This is an optimization exercise on Yosys and OpenROAD, whose aim is small area and a short achievable clock period, not a production implementation.
In this exercise RTL edits were held to simulation tests only and were not proved equivalent to the original.

### flow/config.mk
export PLATFORM = sky130hd
export DESIGN_NAME = circuit6
export DESIGN_NICKNAME = circuit6
export VERILOG_FILES = /design/flow/design.v
export SDC_FILE = /design/flow/constraint.sdc
export NUM_CORES = 8
export LEC_CHECK = 0
export ABC_AREA = 1
export CAP_MARGIN = 20
export CORE_MARGIN = 2
export CORE_UTILIZATION = 60
export SLEW_MARGIN = 20
### flow/constraint.sdc
create_clock -name core_clock -period 240.0 [get_ports {Clk}]
set_input_delay 48.0000 -clock core_clock [delete_from_list [all_inputs] [get_ports {Clk}]]
set_output_delay 48.0000 -clock core_clock [all_outputs]
set_load 0.01 [all_outputs]
### flow/design.v
`timescale 1ns / 1ns
`timescale 1ns / 1ns
`timescale 1ns / 1ns
`timescale 1ns / 1ns
`timescale 1ns / 1ns
`timescale 1ns / 1ns
`timescale 1ns / 1ns
module circuit6(a, b, c, zero, z, Clk, Rst);
    input  Clk, Rst;
    input  signed [63:0] a, b, c, zero;
    output signed [63:0] z;
    reg    signed [63:0] z;
    wire        sa = a[63];
    wire        sc = c[63];
    wire [64:0] U;                    
    wire [63:0] D, tgt;
    uabs UA(.a(a), .b(zero), .s(sa), .y(U));
    cneg NC(.x(c), .s(sc), .y(D));
    cneg_slow NZ(.x(zero), .s(sa), .y(tgt));    
    wire        valid;                          
    lt_rc  LT(.a(tgt), .b(D), .lt(valid));
    wire        upos = ~U[64];                  
    wire [5:0]   L;
    lzc64 LZ(.x(D), .n(L));
    wire [63:0]  Dn = D << L;                   
    wire [126:0] X  = {63'd0, U[63:0]} << L;    
    reg  [7:0] t2, tm1;
    always @(*) begin
        case (Dn[62:60])
            3'd0: begin t2 = 24; tm1 = -26; end
            3'd1: begin t2 = 28; tm1 = -30; end
            3'd2: begin t2 = 30; tm1 = -32; end
            3'd3: begin t2 = 32; tm1 = -36; end
            3'd4: begin t2 = 36; tm1 = -40; end
            3'd5: begin t2 = 40; tm1 = -40; end
            3'd6: begin t2 = 40; tm1 = -44; end
            default: begin t2 = 48; tm1 = -48; end
        endcase
    end
    wire [7:0] t1 = Dn[62] ? 8'd12 : 8'd8;
    wire [7:0] t0 = Dn[62] ? -8'd14 : -8'd10;
    wire [7:0]  H  [0:32];
    wire [56:0] SL [0:32];
    wire [57:0] CL [0:32];
    assign H[0]  = {2'd0, X[126:121]};
    assign SL[0] = X[120:64];
    assign CL[0] = 58'd0;
    wire [65:0] Dn1 = {2'b00, Dn};            
    wire [65:0] Dn2 = {1'b0, Dn, 1'b0};       
    genvar j;
    generate
        for (j = 1; j <= 32; j = j + 1) begin : row
            wire ge2, ge1, ge0, gem1;
            sge8 C2(.a(H[j-1]), .b(t2),  .ge(ge2));
            sge8 C1(.a(H[j-1]), .b(t1),  .ge(ge1));
            sge8 C0(.a(H[j-1]), .b(t0),  .ge(ge0));
            sge8 CM(.a(H[j-1]), .b(tm1), .ge(gem1));
            wire sub = ge1;
            wire two = ge2 | ~gem1;
            wire one = (ge1 & ~ge2) | (gem1 & ~ge0);
            wire [56:0] mL;
            wire [7:0]  mH;
            assign mL[53:0] = {54{sub}} ^ (({54{one}} & Dn1[53:0]) | ({54{two}} & Dn2[53:0]));
            genvar i;
            for (i = 54; i <= 64; i = i + 1) begin : top
                wire mi = ge1 ? (ge2 ? ~Dn2[i] : ~Dn1[i]) : (ge0 ? 1'b0 : (gem1 ? Dn1[i] : Dn2[i]));
                if (i < 57) assign mL[i] = mi;
                else        assign mH[i-57] = mi;
            end
            wire [56:0] a_ = {SL[j-1][54:0], X[65-2*j], X[64-2*j]};
            wire [56:0] b_ = {CL[j-1][54:0], 2'b00};
            wire [56:0] cy;
            csa57 CS(.a(a_), .b(b_), .c(mL), .s(SL[j]), .co(cy));
            assign CL[j] = {cy, sub};
            wire [7:0] xh;
            xadd8 XA(.h(H[j-1][5:0]), .s(SL[j-1][56:55]), .c(CL[j-1][57:55]), .y(xh));
            hadd8 HA(.a(xh), .b(mH), .y(H[j]));
        end
    endgenerate
    wire lz;
    sumzero57 EZ(.s(SL[32]), .c(CL[32][56:0]), .z(lz));
    wire nz  = |(SL[32] | CL[32][56:0]);
    wire [1:0] th = {1'b0, CL[32][57]} + {1'b0, nz};
    wire [7:0] hn = -H[32];
    wire rz = lz & (hn == {6'd0, th});
    wire gEQz = valid & upos & rz;
    wire [63:0] am1, cp1;
    dec_rc DE(.a(a), .y(am1));
    inc_rc IN(.a(c), .y(cp1));
    wire [63:0] e = am1 & {64{~Rst}};
    wire [63:0] f = cp1 & {64{~Rst}};
    always @(posedge Clk)
        z <= gEQz ? e : f;
endmodule
module cneg(x, s, y);
    input  [63:0] x;
    input         s;
    output [63:0] y;
    wire [63:0] p [0:6];
    assign p[0] = x;
    genvar l, i;
    generate
        for (l = 0; l < 6; l = l + 1) begin : lv
            for (i = 0; i < 64; i = i + 1) begin : b
                if (i & (1 << l))
                    assign p[l+1][i] = p[l][i] | p[l][((i >> l) << l) - 1];
                else
                    assign p[l+1][i] = p[l][i];
            end
        end
    endgenerate
    assign y = x ^ ({64{s}} & {p[6][62:0], 1'b0});
endmodule
module csa57(a, b, c, s, co);
    input  [56:0] a, b, c;
    output [56:0] s;
    output [56:0] co;
    assign s  = a ^ b ^ c;
    assign co = (a & b) | (a & c) | (b & c);
endmodule
module hadd8(a, b, y);
    input  [7:0] a, b;
    output [7:0] y;
    wire [7:0] g0 = a & b, p0 = a ^ b;
    wire [7:0] G [0:3];
    wire [7:0] P [0:3];
    assign G[0] = g0;
    assign P[0] = p0;
    genvar l, i;
    generate
        for (l = 0; l < 3; l = l + 1) begin : lv
            for (i = 0; i < 8; i = i + 1) begin : b_
                if (i >= (1 << l)) begin
                    assign G[l+1][i] = G[l][i] | (P[l][i] & G[l][i - (1 << l)]);
                    assign P[l+1][i] = P[l][i] & P[l][i - (1 << l)];
                end else begin
                    assign G[l+1][i] = G[l][i];
                    assign P[l+1][i] = P[l][i];
                end
            end
        end
    endgenerate
    assign y = p0 ^ {G[3][6:0], 1'b0};
endmodule
module xadd8(h, s, c, y);
    input  [5:0] h;
    input  [1:0] s;
    input  [2:0] c;
    output [7:0] y;
    assign y = {h, 2'b00} + {6'd0, s} + {5'd0, c};
endmodule
module sge8(a, b, ge);
    input  [7:0] a, b;
    output       ge;
    wire [7:0] x = a ^ 8'h80;
    wire [7:0] y = b ^ 8'h80;
    wire [7:0] g = x & ~y;
    wire [7:0] p = x | ~y;
    wire [7:0] G [0:3];
    wire [7:0] P [0:3];
    assign G[0] = g;
    assign P[0] = p;
    genvar l, i;
    generate
        for (l = 0; l < 3; l = l + 1) begin : lv
            for (i = 0; i < 8; i = i + 1) begin : b_
                if (i >= (1 << l)) begin
                    assign G[l+1][i] = G[l][i] | (P[l][i] & G[l][i - (1 << l)]);
                    assign P[l+1][i] = P[l][i] & P[l][i - (1 << l)];
                end else begin
                    assign G[l+1][i] = G[l][i];
                    assign P[l+1][i] = P[l][i];
                end
            end
        end
    endgenerate
    assign ge = G[3][7] | P[3][7];    
endmodule
module lzc64(x, n);
    input  [63:0] x;
    output [5:0]  n;
    wire [63:0] z [0:6];
    wire [5:0]  cnt [0:6][0:63];
    genvar l, g;
    generate
        for (g = 0; g < 64; g = g + 1) begin : g0
            assign z[0][g] = ~x[g];
            assign cnt[0][g] = 6'd0;
        end
        for (l = 1; l <= 6; l = l + 1) begin : lv
            for (g = 0; g < (64 >> l); g = g + 1) begin : gr
                wire zh = z[l-1][2*g+1];
                wire zl = z[l-1][2*g];
                assign z[l][g] = zh & zl;
                assign cnt[l][g] = zh ? (cnt[l-1][2*g] | (6'd1 << (l-1))) : cnt[l-1][2*g+1];
            end
            for (g = (64 >> l); g < 64; g = g + 1) begin : pad
                assign z[l][g] = 1'b0;
                assign cnt[l][g] = 6'd0;
            end
        end
    endgenerate
    assign n = z[6][0] ? 6'd63 : cnt[6][0];
endmodule
module sumzero57(s, c, z);
    input  [56:0] s, c;
    output        z;
    wire [56:0] x = ~(s ^ c);
    wire [56:0] y = {s[55:0] | c[55:0], 1'b0};
    assign z = &(x ^ y);
endmodule
module uabs(a, b, s, y);
    input  [63:0] a, b;
    input         s;
    output [64:0] y;
    wire [64:0] x1 = {a[63], a} ^ {65{s}};
    wire [64:0] x2 = ~({b[63], b} ^ {65{s}});
    assign y = x1 + x2 + 65'd1;
endmodule
module cneg_slow(x, s, y);
    input  [63:0] x;
    input         s;
    output [63:0] y;
    wire [63:0] lo;    
    assign lo[0] = 1'b0;
    genvar i;
    generate
        for (i = 1; i < 64; i = i + 1) begin : b
            assign lo[i] = lo[i-1] | x[i-1];
        end
    endgenerate
    assign y = x ^ ({64{s}} & lo);
endmodule
module lt_rc(a, b, lt);
    input  [63:0] a, b;
    output        lt;
    wire [64:0] cy;     
    assign cy[0] = 1'b1;
    genvar i;
    generate
        for (i = 0; i < 64; i = i + 1) begin : b_
            assign cy[i+1] = (a[i] & ~b[i]) | (a[i] & cy[i]) | (~b[i] & cy[i]);
        end
    endgenerate
    assign lt = ~cy[64];
endmodule
module dec_rc(a, y);
    input  [63:0] a;
    output [63:0] y;
    wire [64:0] bw;     
    assign bw[0] = 1'b1;
    genvar i;
    generate
        for (i = 0; i < 64; i = i + 1) begin : b_
            assign y[i]    = a[i] ^ bw[i];
            assign bw[i+1] = bw[i] & ~a[i];
        end
    endgenerate
endmodule
module inc_rc(a, y);
    input  [63:0] a;
    output [63:0] y;
    wire [64:0] cy;     
    assign cy[0] = 1'b1;
    genvar i;
    generate
        for (i = 0; i < 64; i = i + 1) begin : b_
            assign y[i]    = a[i] ^ cy[i];
            assign cy[i+1] = cy[i] & a[i];
        end
    endgenerate
endmodule
### flow/run.sh
#!/bin/bash
# synth_recipe.tcl (not shown) runs the flow's synth.tcl, then flattens the netlist and writes it again
# the make line also repeats each setting of config.mk as NAME=value (left out here)
make -C /OpenROAD-flow-scripts/flow DESIGN_CONFIG=/design/flow/config.mk WORK_HOME=/design/flow/orfs CLKGATE_MAP_FILE= SYNTH_SCRIPT=/design/flow/synth_recipe.tcl finish
==> qor.yml <==
clock_sinks: 64
fin_cells: 18560
worstHoldStart: "Rst"
grt_pass1_wl_um: 801900
die_w_um: 454.9
finalCritPeriodShare: 0.6950
vias_per_cell: 6.983
dp_hpwl_um: 408500
hp-class: "input port to flop"
overflow: 0
slew_viol_final: 0
clockRootBuffer: "clkbuf_16"
whs_endpoint: "z[5]$_DFF_P_"
num_vias: 129600
fin_util: 0.6197
cts_made_buffers: 9
grt_use_met1: 0.5815
layout.nets: 18540
cp_slowest_cell: "nor4_2"
cp_num_buf_inv: 100
cp.required_ps: 240260
routedWlPerCell_um: 29.16
cpLargestDelayFamily: "simple AND/OR/NAND/NOR gates"
netlist_instances: 16650
rsz0062_at_grt: "false"
syn_area_per_cell_um2: 7.327
start_util: 0.6037
synth_top_area_frac: 0.2903
drcViolationCount: 0
drt-initial-drc-count: 19490
max_stage_delay_ps: 1080
portBuffers: 257
first_pass_iters: 15
crit_fanout: 74
max_cap_violations: 0
final_hold_viol_count: 0
hold_depth: 4
fmax_mhz: 5.995
synthTopCellsByArea: "fa_1 29%, xor2_1 15%, o22ai_1 9.5%, ha_1 7.0%, nand2_1 6.7%"
area_growth_pct: 2.652
rows: 165
synth_edf_count: 0
synthArstFlopShare: 0
largest_reg_flops: 64
die_area_um2: 207000
slew_headroom: 0.09597
antenna_found_initial: 51
drtAntennaViolNets: 0
synth-main-ff-cell: "dfxtp_1"
layout_min_cycle_time_ps: 166810
ys_types: 70
cts_resized: 0
outcome: "no timing/DRC/antenna violations"
syn_nets: 19360
clk_transition_reported_paths_ps: 70
routabilityCongestion: 1.126
ioPinCount: 322
yosys.cell_count.top_type: "nand2_1"
fillerInstances: 18060
busiest_layer: "met2"
core_area_um2: 202100
critPathLaunchType: "input port"
crit_path_end_kind: "flop"
ys_seq_area_frac: 0.01050
drive_gt1_frac: 0.05190
grtUsageTotal: 0.5131
setup_viol: 0
synth_seq_cells: 64
post-cts-setup-buffers: 0
cts_htree_levels: 3
tightest_slew_ps: 1351
cts_buffer_depth: 2
cts_tree: "done"
yosys-top-cells-count: "2,190 x nand2_1, 2,043 x xor2_1, 2,038 x inv_1"
ctsHoldBuffers: 0
yosysWarnings: 5
cp-startpoint: "c[0]"
cp_common_cell: "inv_1"
placed_cells: 18490
grt_pass1_vias: 126600
die_h_um: 454.9
met2_usage: 0.7550
grt_use_met3: 0.1959
worstPathArrival_ps: 167070
critPathKind: "input port to flop"
wl_um: 541100
top_regs: "z (64)"
syn-cell-area_um2: 122000
synth_area_leader_cell: "fa_1"
largest-register: "z"
grt_max_degree: 117
fin_setup_tns_ps: 0
## worst min-delay path, cell delays in order
cell             delay, ps
clkdlybuf4s50_1        470
inv_2                  140
nand2_1                110
nor2_1                  30
## how the worst max path moves through the flow
stage	end	slack [ps]	cells past startpoint
after floorplan	z[16]$_DFF_P_	103260	574
after global placement	z[1]$_DFF_P_	80100	535
after detailed placement	z[1]$_DFF_P_	76680	538
after CTS	z[1]$_DFF_P_	76710	538
after global routing	z[58]$_DFF_P_	65490	541
final	z[1]$_DFF_P_	73190	529
## routing by layer
metal,vias to the layer above,part of all wire
met4,34,0.11
met3,3286,0.14
met1,61510,0.33
met2,10780,0.42
met5,-,0.00042
li1,53950,-
## metrics by stage
stage	hold slack [ps]	area (um2)	setup WS, ps
floorplan	48150	122000	103260
global placement	48740	124600	80100
detailed placement	48730	124600	76680
CTS	48490	125000	76710
global route	48460	125100	65490
finish	48440	125200	73190
## cells in the final DEF (no fill, tap or decap), types with 105 or more instances in the layout
cell type           n
a21oi_1           555
buf_4             283
clkdlybuf4s50_1   255
fa_1             1769
ha_1              684
inv_1            2032
inv_2             111
nand2_1          2139
nand2_2           143
nand3_1           749
nand4_1           149
nor2_1            719
o211ai_1          152
o21ai_0          1050
o221ai_1          119
o22ai_1          1846
xnor2_1           105
xor2_1           2042
## cell type report
class	count	area [um2]	share of cell area
antenna	45	112.6	0.0008991
clock buffer	9	225.2	0.001798
clock inverter	7	102.6	0.0008192
inverter	2169	8160	0.06516
multi-input combinational	13040	107100	0.8554
sequential	64	1281	0.01023
tap	2672	3343	0.02669
timing repair buffer	549	4883	0.03899
## kinds of logic after synthesis
family                     share of synthesized area
muxes                                       0.001969
and+or+nand+nor                               0.1519
xor gates and xnor gates                      0.1542
AOI/OAI and AO/OA                             0.2030
buffers and inverters                         0.1173
DFF                                          0.01050
adders and majority gates                     0.3611

==> port drivers added, routing unchanged <==
In the flow no input, the clock included, has a driving cell. The finished layout below was timed again as built, in two steps. Step 1: set_driving_cell puts a clkbuf_16 on Clk and a buf_2 on each other input, an assumption about the parent block. Step 2 also shifts input and output timing later by t, the mid clock arrival at the registers, as if the neighbouring blocks saw the same clock. Slacks: ideal / step 1 / step 2; pairs: ideal / step 1.
t (ns): 0.401
setup WS [ns]: 73.192 / 73.206 / 72.805
worst setup path at the end: input to register
worst register clock-pin slew, ns: 0.07 / 0.07
After both steps this run still meets setup and hold. For this run, drivers alone change the setup slack by +0.014 ns; drivers and shift together by -0.387 ns.
